What follows belongs to an exercise in optimizing a design on an open flow for small area; a production flow would make more cautious choices.
In this exercise RTL edits were held to simulation tests only and were not proved equivalent to the original.
No driver is modelled on the clock port, so clocking that relies on it looks cheaper here than on a real chip.
No activity file was given, so power comes from the tool's default toggle rates.

// spireg_top
module spireg_top(
    input clk,
    input nrst,
    input mosi,
    output miso,
    input sclk,
    input nss
);
Size: about 4600 µm² of cells after synthesis.
export LEC_CHECK = 0
export CAP_MARGIN = 20
export CORE_MARGIN = 2
export CORE_UTILIZATION = 65
export SLEW_MARGIN = 20
create_clock -name core_clock -period 5.0 [get_ports {clk}]
standard.sh (not shown) runs the stock make flow with config.mk's settings and CLKGATE_MAP_FILE= SYNTH_SCRIPT=/design/flow/synth_recipe.tcl, a recipe that flattens the netlist after the stock synthesis.
==> flow/flow/run.sh <==
#!/bin/bash
# The standard layout with these changes:
#  1. After the standard synthesis, flow/remap.tcl hands the gates between
#     the flip-flops to ABC again with an area-oriented script
#     (flow/abc_area.scr). The flip-flops keep their cells and names.
#  2. The clock tree is built by flow/pre_cts.tcl (hooked in before CTS):
#     the clock pins are split by position into CLK_NGX x CLK_NGY groups, each
#     with one clock buffer, driven by one root buffer on the clock port.
#     TritonCTS then finds no unbuffered clock net and leaves the tree as it
#     is; the rest of the CTS step (timing repair, legalisation) runs as usual.
#  3. Ports are buffered with buf_1 cells.
# Each tool's output goes to a log file of its own in this folder.
set -e
YOSYS=$FLOW_HOME/../tools/install/yosys/bin/yosys
[ -x "$YOSYS" ] || YOSYS=yosys
RES=orfs/results/$FLOW_PLATFORM/spireg_top/base

bash standard.sh synth > standard_synth.log 2>&1

cp $RES/1_2_yosys.v $RES/1_2_yosys_standard.v
export REMAP_IN=$RES/1_2_yosys_standard.v REMAP_OUT=$RES/1_2_yosys_remap.v
export REMAP_LIB=$FLOW_HOME/platforms/$FLOW_PLATFORM/lib/sky130_fd_sc_hd__tt_025C_1v80.lib
export REMAP_SCRIPT=$PWD/flow/abc_area.scr REMAP_TOP=$FLOW_TOP
export REMAP_DONT_USE="$(cat flow/dont_use.txt)"
$YOSYS -c flow/remap.tcl > remap.log 2>&1
cp $RES/1_2_yosys_remap.v $RES/1_2_yosys.v

export PRE_CTS_TCL=$PWD/flow/pre_cts.tcl
export CLK_NGX=3 CLK_NGY=2 CLK_BUF=sky130_fd_sc_hd__clkbuf_16 CLK_ROOT=sky130_fd_sc_hd__clkbuf_4
export CTS_ARGS="-sink_clustering_enable -repair_clock_nets -dont_use_dummy_load"
export BUFFER_PORTS_ARGS="-buffer_cell sky130_fd_sc_hd__buf_1"
bash standard.sh > standard.log 2>&1
Other scripts of this flow, unchanged in this note and not shown: flow/flow/abc_area.scr, flow/flow/dont_use.txt, flow/flow/pre_cts.tcl, flow/flow/remap.tcl
Change:
--- a/flow/flow/run.sh
+++ b/flow/flow/run.sh
@@ -1,4 +1,4 @@
 #!/bin/bash
-# The standard layout with these changes:
+# The standard layout with two changes:
 #  1. After the standard synthesis, flow/remap.tcl hands the gates between
 #     the flip-flops to ABC again with an area-oriented script
Result:
- cell area is unchanged
- wire length is unchanged
- worst setup slack stays the same
- global-route usage is unchanged
- maximum frequency does not change
- first-iteration DRC count stays the same
- total power stays the same
- clock skew does not change
- sequential share of layout area stays the same
- via count stays the same
- area after synthesis does not change


run 1:
The RTL this note starts from:
==> flow/design.v <==
`timescale 1ns / 1ps
module spireg_top(
    input clk,
    input nrst,
    input mosi,
    output miso,
    input sclk,
    input nss
);
reg mosi1, mosi2;
reg sclk1, sclk2;
reg nss1, nss2;
always @(posedge clk)
if(!nrst) begin
    mosi1 <= 0;
    mosi2 <= 0;
    sclk1 <= 0;
    sclk2 <= 0;
    nss1 <= 0;
    nss2 <= 0;
end else begin
    mosi1 <= mosi;
    mosi2 <= mosi1;
    sclk1 <= sclk;
    sclk2 <= sclk1;
    nss1 <= nss;
    nss2 <= nss1;
end
spireg_example core(
    .clk(clk),
    .nrst(nrst),
    .mosi(mosi2),
    .miso(miso),
    .sclk(sclk2),
    .nss(nss2)
);
endmodule

`timescale 1ns / 1ps
module spireg (
    input clk,
    input nrst,
    input mosi,              
    input sclk,              
    input nss,               
    output rd_en,            
    output [2:0] rd_reg,     
    output [3:0] rd_idx,     
    output [2:0] wr_reg,     
    output wr_en,            
    output [15:0] wr_word,   
    output fc_en,            
    output [3:0] fc_idx,     
    output fc_val            
);
localparam ST_CMD = 3'd0, ST_RD = 3'd1, ST_WR = 3'd2, ST_NOP = 3'd3, ST_FC = 3'd4;
reg sclk_d;
reg [2:0] st;
reg [3:0] cnt;
reg [2:0] addr;
reg [15:0] isr;
reg wdone;               
wire rise = sclk & ~sclk_d;
wire last = (cnt == 4'd15);
wire [7:0] cmd = {isr[6:0], mosi};
always @(posedge clk) begin
    sclk_d <= sclk;
    if (rise)
        isr <= {isr[14:0], mosi};
    if (!nrst || nss) begin
        st <= ST_CMD;
        cnt <= 4'd8;
    end else if (rise) begin
        cnt <= cnt + 4'd1;
        wdone <= last && (st == ST_WR);
        if (last && st == ST_CMD) begin
            addr <= cmd[2:0];
            case (cmd[7:6])
                2'b00: st <= ST_RD;
                2'b10: st <= ST_WR;
                2'b11: st <= cmd[5] ? ST_NOP : ST_FC;
                default: st <= ST_NOP;
            endcase
        end else begin
            if (st == ST_FC)
                st <= ST_NOP;
            if ((last && st == ST_RD) || (wdone && st == ST_WR))
                addr <= addr + 3'd1;
        end
    end
end
assign rd_en = (st == ST_CMD) || (st == ST_RD);
assign rd_reg = (st == ST_CMD) ? 3'd0 : addr;
assign rd_idx = {cnt[3] & (st != ST_CMD), cnt[2:0]};
assign wr_reg = addr;
assign wr_en = wdone && (st == ST_WR);
assign wr_word = isr;
assign fc_en = (st == ST_FC);
assign fc_idx = {isr[4], ~isr[3:1]};
assign fc_val = isr[0];
endmodule
`timescale 1ns / 1ps
module spireg_example(
    input clk,
    input nrst,
    input mosi,
    output miso,
    input sclk,
    input nss
);
wire rd_en, wr_en, fc_en, fc_val;
wire [2:0] rd_reg, wr_reg;
wire [3:0] rd_idx, fc_idx;
wire [15:0] wr_word;
spireg spireg_inst(
    .clk(clk),
    .nrst(nrst),
    .mosi(mosi),
    .sclk(sclk),
    .nss(nss),
    .rd_en(rd_en),
    .rd_reg(rd_reg),
    .rd_idx(rd_idx),
    .wr_reg(wr_reg),
    .wr_en(wr_en),
    .wr_word(wr_word),
    .fc_en(fc_en),
    .fc_idx(fc_idx),
    .fc_val(fc_val)
);
reg [1:0] ph;
reg rst1, rst2;
reg miso_q;
wire clear = ~nrst | rst1 | rst2;
always @(posedge clk) begin
    ph <= ph + 2'd1;
    rst1 <= ~nrst;
    rst2 <= rst1;
end
reg [3:0] ring [0:31];    
wire [31:0] tap;
wire [3:0] col;
genvar r, k;
generate
for (k = 0; k < 4; k = k + 1) begin : g_col
    wire [3:0] wb = {wr_word[12-4*k], wr_word[13-4*k], wr_word[14-4*k], wr_word[15-4*k]};
    assign col[k] = ~clear & (fc_en ? fc_val : wb[ph]);
end
for (r = 0; r < 8; r = r + 1) begin : g_reg
    for (k = 0; k < 4; k = k + 1) begin : g_ring
        wire ins;
        if (r == 0)
            assign ins = clear | (wr_en && wr_reg == r) |
                         (fc_en && fc_idx == {k[1:0], ph});
        else
            assign ins = clear | (wr_en && wr_reg == r);
        assign tap[4*r+k] = ring[4*r+k][3];
        always @(posedge clk)
            ring[4*r+k] <= {ring[4*r+k][2:0], ins ? col[k] : ring[4*r+k][3]};
    end
end
endgenerate
always @(posedge clk)
    if (ph == rd_idx[1:0])
        miso_q <= rd_en & tap[{rd_reg, rd_idx[3:2]}];
assign miso = miso_q;
endmodule
Settings: LEC_CHECK=0, CAP_MARGIN=20, CORE_MARGIN=2, CORE_UTILIZATION=60, CTS_BUF_LIST=sky130_fd_sc_hd__clkbuf_16, CTS_CLUSTER_DIAMETER=500, CTS_CLUSTER_SIZE=100, SLEW_MARGIN=20; clock period 5.0 ns.
run.sh (not shown) runs the stock make flow with config.mk's settings and CLKGATE_MAP_FILE= SYNTH_SCRIPT=/design/flow/synth_recipe.tcl, a recipe that flattens the netlist after the stock synthesis.
Stock flow here: none of the scripts above is used.
Run 1 completed every stage of the flow, and the final layout passed the timing, design-rule and antenna checks.
Inputs modified between run 1 and run 2:
Settings: removing CTS_BUF_LIST (formerly sky130_fd_sc_hd__clkbuf_16); changing CORE_UTILIZATION from 60 to 40; removing CTS_CLUSTER_SIZE (formerly 100); removing CTS_CLUSTER_DIAMETER (formerly 500).
==> flow/flow/run.sh (new file) <==
#!/bin/bash
# Standard layout, with a clock tree built without dummy loads.
set -e
cp standard.sh standard_copy.sh.txt
export CTS_ARGS="-sink_clustering_enable -repair_clock_nets -dont_use_dummy_load -sink_clustering_size 60 -sink_clustering_max_diameter 400 -buf_list sky130_fd_sc_hd__clkbuf_16"
bash standard.sh > standard.log 2>&1
==> flow/standard.sh (new file) <==
#!/bin/bash
# synth_recipe.tcl (not shown) runs the flow's synth.tcl, then flattens the netlist and writes it again
# the make line also repeats each setting of config.mk as NAME=value (left out here)
make -C /OpenROAD-flow-scripts/flow DESIGN_CONFIG=/design/flow/config.mk WORK_HOME=/design/flow/orfs CLKGATE_MAP_FILE= SYNTH_SCRIPT=/design/flow/synth_recipe.tcl "${@:-finish}"
removed: flow/run.sh
--- outcome ---
- | slack of the critical path | run 2 vs run 1 | 0.050 ns higher |
- Per the comparison of run 2 with run 1, design area saw a decrease; power share of the sequential group saw an increase; die area saw an increase; combinational power share saw little to no change; total setup buffers inserted after CTS saw little to no change.
- Compared with run 1, run 2 improves wire length.
- Looking at hold slack across run 1 and run 2, the one that comes out lower is run 2.
- Maximum cell stage delay along the critical path of run 1 is on par with run 2.
- Compared with run 1, run 2 is the less power-hungry design.
The inputs of run 3 differ from those of run 2 as listed below.
Settings: CTS_BUF_LIST newly set to sky130_fd_sc_hd__clkbuf_8; CTS_CLUSTER_DIAMETER newly set to 100; CORE_UTILIZATION changed from 40 to 60; CTS_CLUSTER_SIZE newly set to 50.
==> flow/run.sh (new file) <==
#!/bin/bash
# synth_recipe.tcl (not shown) runs the flow's synth.tcl, then flattens the netlist and writes it again
# the make line also repeats each setting of config.mk as NAME=value (left out here)
make -C /OpenROAD-flow-scripts/flow DESIGN_CONFIG=/design/flow/config.mk WORK_HOME=/design/flow/orfs CLKGATE_MAP_FILE= SYNTH_SCRIPT=/design/flow/synth_recipe.tcl finish
removed: flow/flow/run.sh
removed: flow/standard.sh
[summary]
Run 3 finished every step from synthesis to the final layout, and the layout passed the timing, design-rule and antenna checks.
Per the comparison of run 3 with run 2, maximum achievable frequency roughly the same; sequential cell count roughly the same.
Diff run 2..run 3 | instance count of the mapped netlist | unchanged
Between run 2 and run 3, the async set or reset register ratio after synthesis does not differ in any meaningful way.
Data arrival time of the critical path, run 3 and run 2: lower on run 2
Run 3 against run 2; total power consumption of the routed design is down by a few percent.
For final cell count, dividing the value from run 2 by the value from run 3 gives 1.09.
In the flow results for run 3 and run 2, the wire length of the first global-routing pass is larger on run 3.
For the proportion of cell area occupied by multi-input gates, run 3 came in 0.45 points higher than run 2 did.
Run 3 vs. run 2: sequential share of layout area went up by 1.2 points.
### run 3 -> run 4
Settings: swapping 60 for 40 in CORE_UTILIZATION; clearing CTS_CLUSTER_DIAMETER, which used to be 100; clearing CTS_BUF_LIST, which used to be sky130_fd_sc_hd__clkbuf_8; clearing CTS_CLUSTER_SIZE, which used to be 50.
### Flow results
Having completed the whole flow, run 4 delivered a layout that passed the timing, design-rule and antenna checks. From run 3 to run 4 the numbers moved as follows: routed wire length down 1.2%, hold slack down 0.0035 ns, power up 390 uW. Slack of the worst reg-to-reg path: run 4 lower than run 3. Run 3 has lower overall die area than run 4. Any difference in share of total power in combinational logic between run 4 and run 3 is small enough to ignore. Maximum frequency in run 4 is about 0.45% above run 3.


RTL: one of the versions met above, not the one the previous note started from.
Size in the first run: about 370 cells after synthesis, ~6 I/O pins, ~4500 µm² of cells after synthesis.
Settings: LEC_CHECK=0, CAP_MARGIN=20, CORE_MARGIN=2, CORE_UTILIZATION=65, SLEW_MARGIN=20; clock period 5.0 ns.
standard.sh (not shown) runs the stock make flow with config.mk's settings and CLKGATE_MAP_FILE= SYNTH_SCRIPT=/design/flow/synth_recipe.tcl, a recipe that flattens the netlist after the stock synthesis.
==> flow/flow/run.sh <==
#!/bin/bash
# The standard layout with these changes:
#  1. After the standard synthesis, flow/remap.tcl hands the gates between
#     the flip-flops to ABC again with area-oriented scripts (flow/abc_*.scr)
#     and keeps the smallest result. The flip-flops keep their cells and
#     names.
#  2. The clock tree is built by flow/pre_cts.tcl (hooked in before CTS):
#     the clock pins are split by position into CLK_NGROUP groups, each with
#     one clock buffer, driven by one root buffer on the clock port.
#     TritonCTS then finds no unbuffered clock net and leaves the tree as it
#     is; the rest of the CTS step (timing repair, legalisation) runs as usual.
#  3. Ports are buffered with buf_1 cells.
# Each tool's output goes to a log file of its own in this folder.
set -e
YOSYS=$FLOW_HOME/../tools/install/yosys/bin/yosys
[ -x "$YOSYS" ] || YOSYS=yosys
RES=orfs/results/$FLOW_PLATFORM/spireg_top/base

bash standard.sh synth > standard_synth.log 2>&1

cp $RES/1_2_yosys.v $RES/1_2_yosys_standard.v
export REMAP_IN=$RES/1_2_yosys_standard.v
export REMAP_LIB=$FLOW_HOME/platforms/$FLOW_PLATFORM/lib/sky130_fd_sc_hd__tt_025C_1v80.lib
export REMAP_TOP=$FLOW_TOP
export REMAP_DONT_USE="$(cat flow/dont_use.txt)"
best=""; best_area=""
for scr in flow/abc_*.scr; do
  n=$(basename $scr .scr)
  export REMAP_SCRIPT=$PWD/$scr REMAP_OUT=$RES/1_2_yosys_$n.v
  if $YOSYS -c flow/remap.tcl > remap_$n.log 2>&1; then
    a=$(awk '/Chip area/ {print $NF}' $REMAP_OUT.stat)
    echo "$n $a" >> remap_areas.txt
    if [ -z "$best" ] || awk -v a=$a -v b=$best_area 'BEGIN {exit !(a < b)}'; then
      best=$REMAP_OUT; best_area=$a
    fi
  fi
done
echo "kept $best ($best_area)" >> remap_areas.txt
cp $best $RES/1_2_yosys.v

export PRE_CTS_TCL=$PWD/flow/pre_cts.tcl
export CLK_NGROUP=5 CLK_BUF=sky130_fd_sc_hd__clkbuf_16 CLK_ROOT=sky130_fd_sc_hd__clkbuf_2
export CTS_ARGS="-sink_clustering_enable -repair_clock_nets -dont_use_dummy_load"
export BUFFER_PORTS_ARGS="-buffer_cell sky130_fd_sc_hd__buf_1"
bash standard.sh > standard.log 2>&1
Other scripts of this flow, unchanged in this note and not shown: flow/flow/abc_1.scr, flow/flow/abc_2.scr, flow/flow/abc_3.scr, flow/flow/abc_4.scr, flow/flow/dont_use.txt, flow/flow/pre_cts.tcl, flow/flow/remap.tcl
The starting point completed with no timing, DRC or antenna violations.
Then changed:
==> flow/flow/abc_5.scr (new file) <==
strash
dc2
&get -n
&deepsyn -T 20
&put
dch -f
map -a
topo
==> flow/flow/abc_6.scr (new file) <==
strash
dc2
&get -n
&deepsyn -T 10
&put
dch -f
map -a
strash
dc2
dch -f
map -a
topo
Result: Total power increases by 0.50%; setup slack gets worse by 0.15 ns; area after synthesis decreases by 0.75%; clock skew increases by 0.0031 ns; final area decreases by 0.92%; global-route usage increases by 0.85 points; sequential cell count does not change.

==> static timing again, ports no longer ideal <==
Ports are ideal in the flow. The routed layouts listed here were re-timed in OpenROAD. Step 1, drivers: a clkbuf_16 drives clk and a buf_2 each remaining input, both assumed. Step 2 adds t to the input delays and takes it off the output delays; t is the mean of the earliest and latest rising clock arrival at the registers after step 1. Input paths then give back, and output paths get back, about the clock's delay inside the block. a / b / c = ideal ports / drivers / drivers and shift; a / b = the first two.
run | t, ns | slack for setup (ns) | worst setup path at the end | clock arrival spread, ns | pins driven straight from the clock port
the first run of note 1 | 0.508 | 2.502 / 2.502 / 2.167 | input to register | 0.009 / 0.009 | 1
the second run of note 1 | 0.508 | 2.502 / 2.502 / 2.167 | input to register | 0.009 / 0.009 | 1
run 1 | 0.446 | 2.506 / 2.521 / 2.076 | input to register | 0.013 / 0.013 | 1
run 2 | 0.444 | 2.556 / 2.570 / 2.126 | input to register | 0.018 / 0.019 | 1
run 3 | 0.470 | 2.561 / 2.573 / 2.103 | input to register | 0.017 / 0.018 | 1
run 4 | 0.454 | 2.572 / 2.586 / 2.132 | input to register | 0.010 / 0.010 | 1
the first run of note 3 | 0.609 | 2.604 / 2.604 / 2.159 | input to register | 0.011 / 0.011 | 1
the second run of note 3 | 0.623 | 2.457 / 2.463 / 1.840 | input to register | 0.015 / 0.015 | 1
After both steps setup and hold are still met in every run listed. The setup slack of the second run of note 3, which loses most, moves by +0.006 ns with the drivers and by -0.617 ns with both steps.
